This is an optimization exercise on Yosys and OpenROAD, whose aim is small area, a short achievable clock period and few clock cycles, not a production implementation.
The RTL was checked by simulation tests, not by an equivalence proof against the original design.

## flow/design.v (module list and top-level ports; edited modules follow where they fit)
// module sdiv_op: 139 lines
// module sdiv_sub: 210 lines
// module sdiv_sub5: 36 lines
// module sdiv_pg0c: 4 lines
// module sdiv_pg0: 4 lines
// module sdiv_oai: 4 lines
// module sdiv_aoi: 4 lines
// module sdiv_inv2: 4 lines
// module sdiv_abs: 173 lines
// module sdiv_nor2: 3 lines
// module sdiv_nand2: 3 lines
// module sdiv_inv1: 3 lines
// module sdiv_shl: 12 lines
// module sdiv_msb: 29 lines
// module sdiv_dnext: 12 lines
module sdiv_op #(parameter INPUTS = 2,
		parameter OUTPUTS = 1,
		parameter DATA_IN_SIZE = 32,
		parameter DATA_OUT_SIZE = 32)
		(
		input clk,
		input rst,
		input [INPUTS * (DATA_IN_SIZE)- 1 : 0]data_in_bus,
		input [INPUTS - 1 : 0]valid_in_bus,
		output [INPUTS - 1 : 0] ready_in_bus,
		output [OUTPUTS * (DATA_OUT_SIZE) - 1 : 0]data_out_bus,
		output [OUTPUTS - 1 : 0]valid_out_bus,
		input [OUTPUTS - 1 : 0] ready_out_bus
);
  // ...
==> flow/run.sh <==
#!/bin/bash
# synth_recipe.tcl (not shown) runs the flow's synth.tcl, then flattens the netlist and writes it again
# the make line also repeats each setting of config.mk as NAME=value (left out here)
make -C /OpenROAD-flow-scripts/flow DESIGN_CONFIG=/design/flow/config.mk WORK_HOME=/design/flow/orfs CLKGATE_MAP_FILE= SYNTH_SCRIPT=/design/flow/synth_recipe.tcl finish
==> flow/config.mk <==
export PLATFORM = sky130hd
export DESIGN_NAME = sdiv_op
export DESIGN_NICKNAME = sdiv_op
export VERILOG_FILES = /design/flow/design.v
export SDC_FILE = /design/flow/constraint.sdc
export NUM_CORES = 4
export LEC_CHECK = 0
export CAP_MARGIN = 20
export CORE_MARGIN = 2
export CORE_UTILIZATION = 45
export PLACE_DENSITY = 0.6
export SETUP_SLACK_MARGIN = 2.4
export SLEW_MARGIN = 20
export SYNTH_HIERARCHICAL = 1
==> flow/constraint.sdc <==
create_clock -name core_clock -period 5.0 [get_ports {clk}]
set_input_delay 1.0000 -clock core_clock [delete_from_list [all_inputs] [get_ports {clk}]]
set_output_delay 1.0000 -clock core_clock [all_outputs]
set_load 0.01 [all_outputs]
==> flow_metrics.py, run 1 <==
metrics = {
    "run_status": {
        "status": "no timing/DRC/antenna violations",
    },
    "timing": {
        "relSlewSlack_pct": 35.28,
        "max_freq_mhz": 395.0,
        "fin_crit_sh_pct": 50.64,
        "finalMaxSlewViolations": 0,
        "setup_tns_ps": 0,
    },
    "floorplanning": {
        "ioPinCount": 104,
        "start_util_pct": 45.36,
    },
    "finish": {
        "final_area_um2": 15280,
        "fin_nets": 1606,
        "largestRegisters": "d x32, q x32, r x32",
        "multi_input_area_share_pct": 60.54,
        "final_common_cell": "nand2_1",
        "inverters_excl_clock": 94,
    },
    "setup_path": {
        "timing.critical_path.buf_inv": 1,
        "cp_max_fo": 3,
        "r2r_cells": 9,
        "worstReg2RegStart": "r[14]",
        "path_cells": "clkdlybuf4s50_1, nor2_1, nand2_1, nor2_2, nand2_1, nor2_1, nand2b_2, xnor2_1, mux2_1",
        "cp-endpoint": "r[28]",
        "crit_required_ps": 5170,
        "slowest_delay_ps": 490,
    },
    "global_route": {
        "grt-busiest-layer": "met2",
        "met2_usage_pct": 42.00,
        "grt_start_max_net_pins": 70,
        "grt_pass1_wl_mm": 60.54,
    },
    "hold_path": {
        "hp-class": "register to register",
    },
    "routing": {
        "drtPass1Iterations": 6,
        "ant_nets": 0,
        "vias": 10940,
        "routed-wl-met2_mm": 18.35,
    },
    "clock_network": {
        "cts_tree": "built",
    },
    "synthesis": {
        "netlist_instances": 1418,
    },
}
Testbench counts, summed over its fixed seeds: cycles 16,327.
==> run 2, diff against run 1 <==
==> flow/flow/run.sh (new file) <==
#!/bin/bash
# The standard layout, with small plain buffers on the ports instead of the
# delay cells buffer_ports picks by default. Every port still gets a buffer.
set -euo pipefail
export BUFFER_PORTS_ARGS="-buffer_cell sky130_fd_sc_hd__buf_2"
bash standard.sh > standard.log 2>&1
==> flow/standard.sh (new file) <==
#!/bin/bash
# synth_recipe.tcl (not shown) runs the flow's synth.tcl, then flattens the netlist and writes it again
# the make line also repeats each setting of config.mk as NAME=value (left out here)
make -C /OpenROAD-flow-scripts/flow DESIGN_CONFIG=/design/flow/config.mk WORK_HOME=/design/flow/orfs CLKGATE_MAP_FILE= SYNTH_SCRIPT=/design/flow/synth_recipe.tcl "${@:-finish}"
--- a/flow/config.mk
+++ b/flow/config.mk
@@ -11,3 +11,3 @@
 export PLACE_DENSITY = 0.6
-export SETUP_SLACK_MARGIN = 2.4
+export SETUP_SLACK_MARGIN = 2.0
 export SLEW_MARGIN = 20
removed: flow/run.sh
==> run 2 against run 1 <==
Net effect: worst hold slack worse by 29 ps; clock-buffer cell count unchanged; routed wire length decreased by 2.7%; highest routed layer unchanged; register-to-register slack lost 270 ps; synthesized cell count unchanged; critical endpoint is now r[6]; largest cell class unchanged; still clean on timing, DRC and antenna; non-clock buffer count shrank 31.
==> flow_metrics.py, run 2 <==
metrics = {
    "floorplanning": {
        "row_count": 62,
        "fp.dieArea_um2": 30070,
        "design.core.area_um2": 28470,
        "fp.dieH_um": 173.4,
        "ioPinCount": 104,
        "start_util_pct": 45.36,
        "dieWidth_um": 173.4,
    },
    "placement": {
        "place_area_um2": 13700,
        "place_hpwl_mm": 28.34,
        "port_buffers": 103,
        "gp_congestion": 0.9474,
        "dp_slack_ps": 2039,
    },
    "finish": {
        "final_cell_mix": "183 x nand2_1, 171 x nor2_1, 103 x buf_2, 93 x inv_1, 79 x o21ai_2",
        "drive_above_1_share_pct": 30.31,
        "syn2layout_area_growth_pct": 11.28,
        "antennaDiodeCount": 0,
        "final_area_um2": 14370,
        "final_common_cell": "nand2_1",
        "fin_nets": 1574,
        "largestRegisters": "d x32, q x32, r x32",
    },
    "routing": {
        "vias": 10750,
        "drtIter0Drc": 762,
        "drtPass1Iterations": 5,
        "ant_nets": 0,
        "drcViolationCount": 0,
        "drt-total-wl_mm": 37.50,
        "viasPerCell": 5.673,
        "routedWlPerCell_um": 19.79,
    },
    "clock_network": {
        "cts_tree": "built",
        "cts-buffers-inserted": 17,
        "clockBufferDepth": 2,
        "cts-root-buf": "clkbuf_16",
        "insertion_delay_ps": 440,
        "h-tree-depth": 4,
        "clock_sinks": 118,
        "clk_pin_slew_worst_paths_ps": 70,
    },
    "setup_path": {
        "r2r_cells": 9,
        "worstPathArrival_ps": 2890,
        "end_kind": "register",
        "cp-endpoint": "r[6]",
        "cp_max_fo": 32,
        "criticalPathCategory": "register to register",
        "reg2reg_slack_ps": 2210,
        "worstReg2RegStart": "d[17]",
        "crit_start": "d[17]",
        "r2r_end": "r[6]",
        "crit_required_ps": 5100,
        "critPathLaunchType": "register",
    },
    "global_route": {
        "grt-ovfl-total": 0,
        "grt_pass1_vias": 10670,
        "grt_pass1_wl_mm": 58.93,
        "antenna_found_initial": 1,
        "grt_start_max_net_pins": 68,
        "grtUsageTotal_pct": 25.00,
    },
    "timing": {
        "worst_hold_slack_ps": 517.6,
        "relSlewSlack_pct": 31.72,
        "setup_tns_ps": 0,
        "setup_viol": 0,
        "max_freq_mhz": 358.2,
        "rsz0062_at_grt": "no",
        "finalMaxSlewViolations": 0,
        "finalCriticalPeriod_ps": 2792,
        "finalHoldViolations": 0,
        "setup_ws_ps": 2208,
        "worst_pin_slew_ps": 1024,
        "fin_crit_sh_pct": 55.83,
        "worst_clock_skew_ps": 13.06,
    },
    "synthesis": {
        "netlist_instances": 1418,
        "yosys_warnings": 8,
        "syn_area_um2": 12910,
        "avgSynthCellArea_um2": 9.108,
    },
    "run_status": {
        "status": "no timing/DRC/antenna violations",
    },
    "hold_path": {
        "hp-class": "primary input to asynchronous set/reset pin",
    },
    "flow_run": {
        "max-cap-violations": 0,
    },
}
==> run 2: metal layers <==
layer  GRT usage [%]  part of all wire [%]  vias to the layer above
met5               0                     0                        -
met4           9.287                   3.0                        0
met3           3.026                   3.9                       66
met2           42.43                    49                      284
met1           32.77                    44                     5228
li1                -                     -                     5172
==> run 2: critical path: stages (launching register included) <==
cell and delay (ps):
dfxtp_1 490, nor2b_2 270, nor2_1 250, nand2_1 180, nor2_1 250, nand2_1 110, o21ai_2 270, mux2i_1 140
o21ai_2 150, buf_6 290
==> run 2: what timing repair did <==
action,4_1_cts,5_1_grt
resized for setup,1,1
setup buffers,0,0
hold buffers,0,0
endpoints found under the setup margin,1,32
cloned,0,0
==> run 2: worst min-delay path by stage <==
stage	startpoint	end	slack, ps	cells past startpoint
3_5_place_dp	state[0]	state[1]	530	1
6_report	rst	got[1]	520	2
3_3_place_gp	q[29]	q[30]	520	2
4_1_cts	rst	got[1]	520	2
2_1_floorplan	state[0]	state[1]	490	1
5_1_grt	rst	got[1]	540	2
==> run 2: cell type report <==
type / count / area (µm²)
Timing Repair Buffer: 121 / 674.4
Multi-Input combinational cell: 1146 / 9099
Clock buffer: 17 / 425.4
Sequential cell: 118 / 3137
Inverter: 94 / 352.8
Fill cell: 2817 / 14100
Clock inverter: 15 / 202.7
Tap cell: 384 / 480.5
==> run 2: per-stage QoR <==
stage / std cells / util [%]
floorplan: 1421 / -
global placement: 1861 / 48.13
detailed placement: 1861 / 48.13
CTS: 1893 / 50.34
global route: 1895 / 50.48
finish: 1895 / 50.48
==> run 3, diff against run 2 <==
--- a/flow/config.mk
+++ b/flow/config.mk
@@ -7,2 +7,3 @@
 export LEC_CHECK = 0
+export ABC_AREA = 1
 export CAP_MARGIN = 20
@@ -11,3 +12,3 @@
 export PLACE_DENSITY = 0.6
-export SETUP_SLACK_MARGIN = 2.0
+export SETUP_SLACK_MARGIN = 2.4
 export SLEW_MARGIN = 20
==> run 3 against run 2 <==
Net effect: highest routed layer unchanged; global-route usage grew 2.4 points; clock-buffer cell count did not move; utilization up 0.46 points; critical path type unchanged.
==> flow_metrics.py, run 3 <==
metrics = {
    "routing": {
        "ant_nets": 0,
        "drtPass1Iterations": 9,
        "viasPerCell": 5.089,
        "drtIter0Drc": 1205,
        "drt-total-wl_mm": 43.28,
        "drcViolationCount": 0,
        "vias": 14490,
        "routedWlPerCell_um": 15.20,
    },
    "finish": {
        "largestRegisters": "d x32, q x32, r x32",
        "drive_above_1_share_pct": 18.55,
        "final_cell_mix": "964 x nand2_1, 389 x inv_1, 293 x nand3_1, 147 x nor2_1, 103 x buf_2",
        "final_area_um2": 15140,
        "syn2layout_area_growth_pct": 11.24,
        "antennaDiodeCount": 0,
        "final_common_cell": "nand2_1",
        "fin_nets": 2521,
    },
    "timing": {
        "finalCriticalPeriod_ps": 2541,
        "finalMaxSlewViolations": 0,
        "setup_ws_ps": 2459,
        "relSlewSlack_pct": 26.19,
        "worst_clock_skew_ps": 10.41,
        "worst_pin_slew_ps": 1106,
        "setup_viol": 0,
        "setup_tns_ps": 0,
        "max_freq_mhz": 393.5,
        "fin_crit_sh_pct": 50.82,
        "rsz0062_at_grt": "yes",
        "finalHoldViolations": 0,
    },
    "clock_network": {
        "insertion_delay_ps": 450,
        "cts-buffers-inserted": 17,
        "cts_tree": "built",
        "clock_sinks": 118,
        "cts_hold_buf": 0,
        "h-tree-depth": 4,
        "clk_pin_slew_worst_paths_ps": 70,
        "clockBufferDepth": 2,
        "cts-root-buf": "clkbuf_16",
    },
    "setup_path": {
        "critPathLaunchType": "register",
        "slowest_delay_ps": 390,
        "worstReg2RegStart": "d[10]",
        "cp_common_cell": "o21ai_2",
        "reg2reg_slack_ps": 2460,
        "cp_max_fo": 9,
        "r2r_end": "r[18]",
        "slowest_stage": "dfxtp_1",
        "crit_family": "compound AO/OA/AOI/OAI gates",
        "crit_required_ps": 5160,
        "r2r_cells": 13,
        "end_kind": "register",
        "timing.critical_path.buf_inv": 4,
        "worstPathArrival_ps": 2700,
        "criticalPathCategory": "register to register",
        "path_cells": "inv_1, nand2_1, o21ai_2, a21oi_2, o21ai_2, a21oi_2, o21ai_4, inv_2, nand2_1, o21ai_2, o31ai_4, buf_6, clkbuf_16",
    },
    "global_route": {
        "antenna_found_initial": 0,
        "grt-ovfl-total": 0,
        "grt_pass1_wl_mm": 68.19,
        "grt_start_max_net_pins": 65,
        "grt_pass1_vias": 13100,
        "grtUsageTotal_pct": 27.45,
    },
    "run_status": {
        "status": "no timing/DRC/antenna violations",
    },
    "synthesis": {
        "syn_area_um2": 13610,
        "yosys_warnings": 8,
        "avgSynthCellArea_um2": 5.739,
        "netlist_instances": 2371,
    },
    "floorplanning": {
        "dieWidth_um": 177.9,
        "design.core.area_um2": 29720,
        "start_util_pct": 45.79,
        "row_count": 63,
        "fp.dieArea_um2": 31650,
        "ioPinCount": 104,
        "fp.dieH_um": 177.9,
    },
    "placement": {
        "gp_congestion": 0.9395,
        "port_buffers": 103,
        "place_area_um2": 14270,
        "place_hpwl_mm": 33.18,
        "dp_slack_ps": 2286,
    },
    "hold_path": {
        "hp-class": "primary input to asynchronous set/reset pin",
    },
    "flow_run": {
        "max-cap-violations": 0,
    },
}
[run 3: worst max-delay path by stage]
stage | from | to | slack, ps | depth (start not counted)
floorplan | r[14] | r[0] | 2380 | 10
global placement | d[5] | r[1] | 2320 | 12
detailed placement | d[1] | r[2] | 2290 | 12
CTS | shr[2] | d[6] | 2420 | 12
global route | r[0] | r[29] | 2310 | 14
finish | d[10] | r[18] | 2460 | 13
[run 3: worst register-to-register path: stages (launching register included)]
cell,delay (ps)
dfxtp_1,390
inv_1,130
nand2_1,100
o21ai_2,190
a21oi_2,80
o21ai_2,190
a21oi_2,80
o21ai_4,220
inv_2,60
nand2_1,70
o21ai_2,80
o31ai_4,270
buf_6,200
clkbuf_16,190
[run 3: routing by layer]
metal / vias to the layer above / wire length, µm / track usage (%)
met5: - / 0 / 0
met4: 0 / 718 / 6.831
met3: 52 / 3106 / 4.949
met2: 500 / 19160 / 43.04
met1: 6474 / 20290 / 38.80
li1: 7467 / - / -
[run 3: timing repair]
item,4_1_cts,5_1_grt
setup buffers,0,11
gates cloned,0,5
setup endpoints to repair,32,75
resized for setup,2,29
pin swaps,0,1
[run 3: through the flow]
step	std cells	hold slack, ps	util [%]
after CTS	2831	492.4	50.07
after global routing	2848	523.0	50.94
after detailed placement	2799	537.4	48.04
final	2848	496.6	50.94
after floorplan	2374	489.1	-
after global placement	2799	520.8	48.04
[run 3: area by class of cell]
class | count | area (µm²)
timing repair inverter | 1 | 5.005
inverter | 404 | 1533
clock buffer | 17 | 425.4
fill | 3185 | 14580
sequential | 118 | 3173
tap | 390 | 488.0
timing repair buffer | 127 | 777.0
clock inverter | 15 | 171.4
multi-input combinational | 1776 | 8564
==> run 4, diff against run 3 <==
--- a/flow/config.mk
+++ b/flow/config.mk
@@ -7,3 +7,2 @@
 export LEC_CHECK = 0
-export ABC_AREA = 1
 export CAP_MARGIN = 20
@@ -15 +14,2 @@
 export SYNTH_HIERARCHICAL = 1
+export TNS_END_PERCENT = 10
==> run 4 against run 3 <==
Net effect: still clean; sequential share of layout area grew 0.79 points; cell count is 33% lower; register-to-register slack got worse by 30 ps; routed wire length shrank 13%; synthesized cell count shrank 40%; area after synthesis is 5.1% lower; design area down 3.9%; global-route usage decreased by 2.5 points; non-clock buffer count is 6 higher; via count is 26% lower; clock skew increased by 2.0 ps; critical path type unchanged.
==> flow_metrics.py, run 4 <==
metrics = {
    "clock_network": {
        "clk_pin_slew_worst_paths_ps": 70,
        "h-tree-depth": 4,
        "cts-root-buf": "clkbuf_16",
        "cts_tree": "built",
        "clock_sinks": 118,
        "insertion_delay_ps": 430,
        "clockBufferDepth": 2,
        "cts-buffers-inserted": 17,
    },
    "global_route": {
        "grt-ovfl-total": 0,
        "grt_pass1_vias": 10710,
        "antenna_found_initial": 0,
        "grt_start_max_net_pins": 68,
        "grtUsageTotal_pct": 24.92,
        "grt_pass1_wl_mm": 58.79,
    },
    "routing": {
        "drtPass1Iterations": 7,
        "viasPerCell": 5.629,
        "drcViolationCount": 0,
        "drt-total-wl_mm": 37.53,
        "vias": 10730,
        "drtIter0Drc": 808,
        "routedWlPerCell_um": 19.68,
        "ant_nets": 0,
    },
    "setup_path": {
        "path_cells": "or4_1, nor2b_4, a32o_1, o21ai_1, nor2b_2, nor2_1, a21oi_2, inv_1, xnor3_1",
        "end_kind": "register",
        "criticalPathCategory": "register to register",
        "slowest_delay_ps": 620,
        "slowest_stage": "or4_1",
        "worstPathArrival_ps": 2870,
        "cp_max_fo": 6,
        "critPathLaunchType": "register",
        "crit_required_ps": 5310,
    },
    "finish": {
        "syn2layout_area_growth_pct": 12.63,
        "instances_no_fill": 1907,
        "fin_nets": 1586,
        "fill_cells": 2726,
        "fin_util_pct": 51.09,
        "largestRegisters": "d x32, q x32, r x32",
        "antennaDiodeCount": 0,
        "final_area_um2": 14550,
        "final_common_cell": "nand2_1",
        "final_cell_mix": "183 x nand2_1, 160 x nor2_1, 103 x buf_2, 93 x inv_1, 78 x o21ai_2",
        "drive_above_1_share_pct": 33.42,
    },
    "timing": {
        "finalMaxSlewViolations": 0,
        "worst_clock_skew_ps": 12.38,
        "finalCriticalPeriod_ps": 2567,
        "finalHoldViolations": 0,
        "setup_tns_ps": 0,
        "max_freq_mhz": 389.5,
        "worst_pin_slew_ps": 995.4,
        "rsz0062_at_grt": "yes",
        "setup_viol": 0,
        "fin_crit_sh_pct": 51.35,
        "relSlewSlack_pct": 33.48,
    },
    "floorplanning": {
        "dieWidth_um": 173.4,
        "design.core.area_um2": 28470,
        "row_count": 62,
        "start_util_pct": 45.36,
        "fp.dieArea_um2": 30070,
        "ioPinCount": 104,
        "fp.dieH_um": 173.4,
    },
    "synthesis": {
        "yosys_warnings": 8,
        "netlist_instances": 1418,
        "avgSynthCellArea_um2": 9.108,
        "syn_area_um2": 12910,
    },
    "placement": {
        "place_area_um2": 13720,
        "port_buffers": 103,
        "place_hpwl_mm": 28.26,
        "dp_cells": 1861,
        "gp_congestion": 0.9663,
    },
    "flow_run": {
        "max-cap-violations": 0,
    },
    "run_status": {
        "status": "no timing/DRC/antenna violations",
    },
    "hold_path": {
        "hp-class": "primary input to asynchronous set/reset pin",
    },
}
run 4: cell types whose count changed in the layout (fill, tap and decap cells not counted), moves of 35 or more:
cell	before	now
nor2b_1	0	40
nor2b_2	0	35
nor2_2	53	11
nand2_1	964	183
nor3b_1	0	35
nand2b_1	0	43
xnor3_1	0	37
inv_1	389	93
mux4_2	0	35
mux2i_1	0	66
nand3_1	293	1
run 4: worst max-delay path: cells and delay by family (launching register included):
family          cells  cell delay, ps
simple gates        4            1120
compound gates      3             560
flops               1             520
xor+xnor            1             180
buf+inv             1              50
run 4: timing repair:
item | in CTS | in global routing
setup buffers | 1 | 13
endpoints found under the setup margin | 67 | 64
hold buffers | 0 | 0
resized for setup | 3 | 46
pin swaps | 0 | 2
run 4: stage by stage:
stage	hold WS (ps)	setup slack [ps]
CTS	518.5	2239
global route	538.4	2334
floorplan	493.2	2223
finish	516.2	2433
detailed placement	528.9	2071
global placement	521.8	2065
run 4: area by class of cell:
cell class | instances | area (µm²) | share of cell area [%]
clock buffers | 17 | 425.4 | 2.924
clock inverters | 15 | 152.6 | 1.049
inverters | 94 | 352.8 | 2.426
multi-input cells | 1146 | 9194 | 63.20
flip-flops and latches | 118 | 3164 | 21.75
well taps | 384 | 480.5 | 3.303
repair buffers | 133 | 777.0 | 5.341
run 4: worst paths after layout:
path	from	to	slack, ps	cells after the start
setup / recovery	r[15]	shr[3]	2430	9
hold / removal	rst	got[1]	520	2
setup reg to reg	r[15]	shr[3]	2430	9
hold reg to reg	q[18]	q[19]	540	2
min in group core_clock	q[18]	q[19]	540	2
max in group asynchronous	rst	rin[0]	4190	2
run 4: routing by layer:
metal	part of all wire [%]	vias to the layer above	track usage (%)
met3	4.5	75	3.180
met2	48	322	41.73
li1	-	5176	-
met1	44	5161	33.05
met5	0	-	0
met4	3.4	0	9.251
==> run 5, diff against run 4 <==
--- a/flow/config.mk
+++ b/flow/config.mk
@@ -14,2 +14 @@
 export SYNTH_HIERARCHICAL = 1
-export TNS_END_PERCENT = 10
==> run 5 against run 4 <==
Net effect: synthesized cell count did not move; still clean; die area is the same; non-clock buffer count grew 9; utilization grew 0.72 points; flip-flop and latch count stayed put; worst hold slack gained 7.5 ps; fmax increased by 2.6%; largest cell class unchanged.
==> flow_metrics.py, run 5 <==
metrics = {
    "synthesis": {
        "avgSynthCellArea_um2": 9.108,
        "syn_area_um2": 12910,
        "yosys_warnings": 8,
        "netlist_instances": 1418,
    },
    "setup_path": {
        "reg2reg_slack_ps": 2500,
        "cp_max_fo": 6,
        "r2r_end": "shr[4]",
        "crit_start": "r[12]",
        "worstPathArrival_ps": 2800,
        "end_kind": "register",
        "worstReg2RegStart": "r[12]",
        "critPathLaunchType": "register",
        "crit_required_ps": 5300,
        "r2r_cells": 9,
        "criticalPathCategory": "register to register",
    },
    "global_route": {
        "grtUsageTotal_pct": 25.59,
        "antenna_found_initial": 2,
        "grt_pass1_wl_mm": 60.37,
        "grt_pass1_vias": 10700,
        "grt_start_max_net_pins": 70,
        "grt-ovfl-total": 0,
    },
    "floorplanning": {
        "dieWidth_um": 173.4,
        "ioPinCount": 104,
        "row_count": 62,
        "fp.dieH_um": 173.4,
        "start_util_pct": 45.36,
        "fp.dieArea_um2": 30070,
        "design.core.area_um2": 28470,
    },
    "finish": {
        "fin_util_pct": 51.82,
        "largestRegisters": "d x32, q x32, r x32",
        "drive_above_1_share_pct": 34.25,
        "antennaDiodeCount": 0,
        "final_cell_mix": "183 x nand2_1, 163 x nor2_1, 103 x buf_2, 92 x inv_1, 77 x o21ai_2",
        "syn2layout_area_growth_pct": 14.22,
        "fin_nets": 1596,
        "final_common_cell": "nand2_1",
    },
    "timing": {
        "max_freq_mhz": 399.5,
        "rsz0062_at_grt": "no",
        "fin_crit_sh_pct": 50.06,
        "setup_viol": 0,
        "worst_clock_skew_ps": 10.41,
        "finalMaxSlewViolations": 0,
        "relSlewSlack_pct": 32.29,
        "finalHoldViolations": 0,
        "finalCriticalPeriod_ps": 2503,
        "setup_tns_ps": 0,
        "worst_pin_slew_ps": 1013,
    },
    "routing": {
        "drtIter0Drc": 1192,
        "viasPerCell": 5.703,
        "drt-total-wl_mm": 38.61,
        "vias": 10930,
        "drcViolationCount": 0,
        "ant_nets": 0,
        "drtPass1Iterations": 8,
        "routedWlPerCell_um": 20.14,
    },
    "placement": {
        "gp_congestion": 0.9246,
        "place_hpwl_mm": 29.05,
        "port_buffers": 103,
    },
    "clock_network": {
        "h-tree-depth": 4,
        "cts-buffers-inserted": 17,
        "clockBufferDepth": 2,
        "cts_tree": "built",
        "insertion_delay_ps": 420,
        "clock_sinks": 118,
        "clk_pin_slew_worst_paths_ps": 60,
        "cts-root-buf": "clkbuf_16",
    },
    "flow_run": {
        "max-cap-violations": 0,
    },
    "run_status": {
        "status": "no timing/DRC/antenna violations",
    },
    "hold_path": {
        "hp-class": "primary input to asynchronous set/reset pin",
    },
}
==> run 5: layer usage <==
metal  vias to the layer above  global-route usage [%]  wire length (µm)
met3                        88                   3.311              1793
met2                       380                   41.27             17940
li1                       5203                       -                 -
met4                         0                   9.216              1420
met1                      5261                   35.35             17450
met5                         -                       0                 0
==> run 5: layout make-up <==
| cell class | count | area (µm²) |
|---|---|---|
| well taps | 384 | 480.5 |
| fillers | 2659 | 13720 |
| flip-flops and latches | 118 | 3168 |
| inverters | 94 | 356.6 |
| repair buffers | 142 | 867.1 |
| clock inverters | 15 | 170.2 |
| clock buffers | 17 | 425.4 |
| multi-input cells | 1147 | 9284 |
==> run 5: worst max-delay path, stage by stage, from the launching register on <==
cell,delay [ps]
edfxtp_1,510
or4_4,560
nor2b_4,230
a32o_1,280
o21ai_1,160
nand2b_1,190
o21ai_2,90
a21oi_2,120
inv_1,50
xnor3_1,180
==> run 5: through the flow <==
| step | hold slack [ps] | worst slack (ps) | std cells | area [µm²] |
|---|---|---|---|---|
| 6_report | 523.7 | 2497 | 1917 | 14750 |
| 3_5_place_dp | 530.2 | 1781 | 1863 | 13750 |
| 2_1_floorplan | 493.2 | 2500 | 1421 | 12950 |
| 5_1_grt | 554.7 | 2404 | 1917 | 14750 |
| 3_3_place_gp | 521.6 | 1870 | 1862 | 13720 |
| 4_1_cts | 517.7 | 2407 | 1905 | 14510 |
==> run 5: worst max path at each step <==
stage | endpoint | slack (ps) | cells after the start
after global placement | r[4] | 1870 | 8
final | shr[4] | 2500 | 9
after global routing | r[21] | 2400 | 8
after detailed placement | r[5] | 1780 | 8
after CTS | shr[4] | 2410 | 10
after floorplan | r[0] | 2500 | 8
==> run 5: what timing repair did <==
action                     in CTS  in global routing
hold buffers                    0                  0
setup buffers                   9                 12
pin swaps                       2                  2
gates resized for setup        19                 37
setup endpoints to repair      66                 90
cloned                          1                  0
==> run 6, diff against run 5 <==
==> flow/flow/run.sh (replaced) <==
#!/bin/bash
# The standard layout, with two changes to how it is made:
#  - small plain buffers on the ports instead of the delay cells buffer_ports
#    picks by default (every port still gets a buffer);
#  - the resizer may swap a cell for one with a different footprint
#    (MATCH_CELL_FOOTPRINT=0), so timing repair can upsize weak cells.
set -euo pipefail
export BUFFER_PORTS_ARGS="-buffer_cell sky130_fd_sc_hd__buf_2"
bash standard.sh MATCH_CELL_FOOTPRINT=0 finish > standard.log 2>&1
==> run 6 against run 5 <==
Net effect: setup slack worse by 15 ps; design area hardly changed; fmax is 0.60% lower; first-iteration DRC count is 11% lower; critical endpoint unchanged; largest cell class unchanged; highest routed layer unchanged.
==> flow_metrics.py, run 6 <==
metrics = {
    "finish": {
        "instances_no_fill": 1917,
        "largestRegisters": "d x32, q x32, r x32",
        "fin_nets": 1596,
        "antennaDiodeCount": 0,
        "final_common_cell": "nand2_1",
        "final_cell_mix": "183 x nand2_1, 163 x nor2_1, 103 x buf_2, 92 x inv_1, 77 x o21ai_2",
        "fin_util_pct": 51.85,
        "drive_above_1_share_pct": 34.25,
        "syn2layout_area_growth_pct": 14.30,
        "fill_cells": 2658,
    },
    "floorplanning": {
        "fp.dieArea_um2": 30070,
        "row_count": 62,
        "fp.dieH_um": 173.4,
        "ioPinCount": 104,
        "design.core.area_um2": 28470,
        "start_util_pct": 45.36,
        "dieWidth_um": 173.4,
    },
    "setup_path": {
        "worstPathArrival_ps": 2820,
        "cp_max_fo": 6,
        "crit_required_ps": 5300,
        "reg2reg_slack_ps": 2480,
        "end_kind": "register",
        "critPathLaunchType": "register",
        "criticalPathCategory": "register to register",
    },
    "synthesis": {
        "avgSynthCellArea_um2": 9.108,
        "netlist_instances": 1418,
        "yosys_warnings": 8,
        "syn_area_um2": 12910,
    },
    "placement": {
        "gp_congestion": 0.9246,
        "dp_cells": 1863,
        "port_buffers": 103,
        "place_hpwl_mm": 29.05,
    },
    "global_route": {
        "antenna_found_initial": 2,
        "grt_pass1_vias": 10690,
        "grt_start_max_net_pins": 70,
        "grtUsageTotal_pct": 25.56,
        "grt_pass1_wl_mm": 60.29,
        "grt-ovfl-total": 0,
    },
    "clock_network": {
        "clock_sinks": 118,
        "insertion_delay_ps": 430,
        "cts-root-buf": "clkbuf_16",
        "cts-buffers-inserted": 17,
        "clockBufferDepth": 2,
        "clk_pin_slew_worst_paths_ps": 60,
        "cts_tree": "built",
        "h-tree-depth": 4,
    },
    "timing": {
        "finalCriticalPeriod_ps": 2518,
        "worst_pin_slew_ps": 1021,
        "setup_tns_ps": 0,
        "relSlewSlack_pct": 31.76,
        "worst_clock_skew_ps": 11.19,
        "finalMaxSlewViolations": 0,
        "max_freq_mhz": 397.1,
        "finalHoldViolations": 0,
        "worst_hold_slack_ps": 523.2,
        "rsz0062_at_grt": "no",
        "setup_viol": 0,
        "fin_crit_sh_pct": 50.36,
    },
    "routing": {
        "viasPerCell": 5.670,
        "vias": 10870,
        "drt-total-wl_mm": 38.63,
        "drcViolationCount": 0,
        "routedWlPerCell_um": 20.15,
        "drtPass1Iterations": 6,
        "ant_nets": 0,
        "drtIter0Drc": 1063,
    },
    "hold_path": {
        "hp-class": "primary input to asynchronous set/reset pin",
    },
    "flow_run": {
        "max-cap-violations": 0,
    },
    "run_status": {
        "status": "no timing/DRC/antenna violations",
    },
}
## run 6: path summary, 6_finish.rpt
check	start	to	cells after the start
setup / recovery	r[12]	shr[4]	9
hold / removal	rst	got[1]	2
setup reg to reg	r[12]	shr[4]	9
hold reg to reg	q[30]	q[31]	2
max in group asynchronous	rst	rin[0]	2
min in group core_clock	q[30]	q[31]	2
## run 6: critical path: stages (launching register included)
cell and delay, ps:
edfxtp_1 510, or4_4 560, nor2b_4 230, a32o_1 280
o21ai_1 160, nand2b_1 190, o21ai_2 90, a21oi_2 120
inv_1 60, xnor3_1 180
## run 6: timing repair
action | CTS | global route
hold buffers | 0 | 0
endpoints found under the setup margin | 66 | 90
pin swaps | 2 | 2
resized for setup | 19 | 37
buffers inserted | 9 | 12
endpoints found under the hold margin | 0 | 0
cloned | 1 | 0
## run 6: layout make-up
| cell class | instances | area (µm²) | share of cell area [%] |
|---|---|---|---|
| Clock buffer | 17 | 425.4 | 2.882 |
| Timing Repair Buffer | 142 | 877.1 | 5.942 |
| Sequential cell | 118 | 3168 | 21.46 |
| Multi-Input combinational cell | 1147 | 9284 | 62.89 |
| Tap cell | 384 | 480.5 | 3.255 |
| Clock inverter | 15 | 170.2 | 1.153 |
| Inverter | 94 | 356.6 | 2.416 |
## run 6: routing by layer
| layer | vias to the layer above | global-route usage (%) | part of all wire [%] |
|---|---|---|---|
| li1 | 5195 | - | - |
| met1 | 5207 | 35.28 | 45 |
| met2 | 378 | 41.23 | 47 |
| met3 | 89 | 3.311 | 5.1 |
| met4 | 0 | 9.216 | 3.8 |
| met5 | - | 0 | 0 |
## run 6: stage by stage
stage | setup WS, ps | cell area [µm²]
2_1_floorplan | 2500 | 12950
3_3_place_gp | 1870 | 13720
3_5_place_dp | 1781 | 13750
4_1_cts | 2407 | 14520
5_1_grt | 2404 | 14760
6_report | 2482 | 14760

==> port drivers added, routing unchanged <==
How much do the figures lean on ideal ports? The routed layouts below were timed once more, with nothing changed but the port constraints. Step 1 assumes that a clkbuf_16 drives the clock port and a buf_2 every other input. Step 2 adds t to the input delays and takes it off the output delays; t is the mean of the earliest and latest rising clock arrival at the registers after step 1. Input paths then give back, and output paths get back, about the clock's delay inside the block. a / b / c = ideal / step 1 / step 2; a / b = the first two.
| run | shift t [ns] | slack for setup (ns) | latest minus earliest clock arrival (ns) | worst slew at a driven data input, ns | cell pins on the clock port's net |
|---|---|---|---|---|---|
| run 1 | 0.472 | 2.468 / 2.478 / 2.025 | 0.010 / 0.011 | 0.04 | 1 |
| run 2 | 0.480 | 2.208 / 2.208 / 2.208 | 0.013 / 0.013 | 0.03 | 1 |
| run 3 | 0.496 | 2.459 / 2.459 / 2.330 | 0.011 / 0.011 | 0.04 | 1 |
| run 4 | 0.477 | 2.433 / 2.433 / 2.343 | 0.013 / 0.013 | 0.03 | 1 |
| run 5 | 0.472 | 2.497 / 2.497 / 2.309 | 0.017 / 0.016 | 0.03 | 1 |
| run 6 | 0.473 | 2.482 / 2.482 / 2.310 | 0.017 / 0.017 | 0.03 | 1 |
After both steps every run listed still meets setup and hold. For run 1, which loses most, drivers alone change the setup slack by +0.010 ns; drivers and shift together by -0.443 ns.
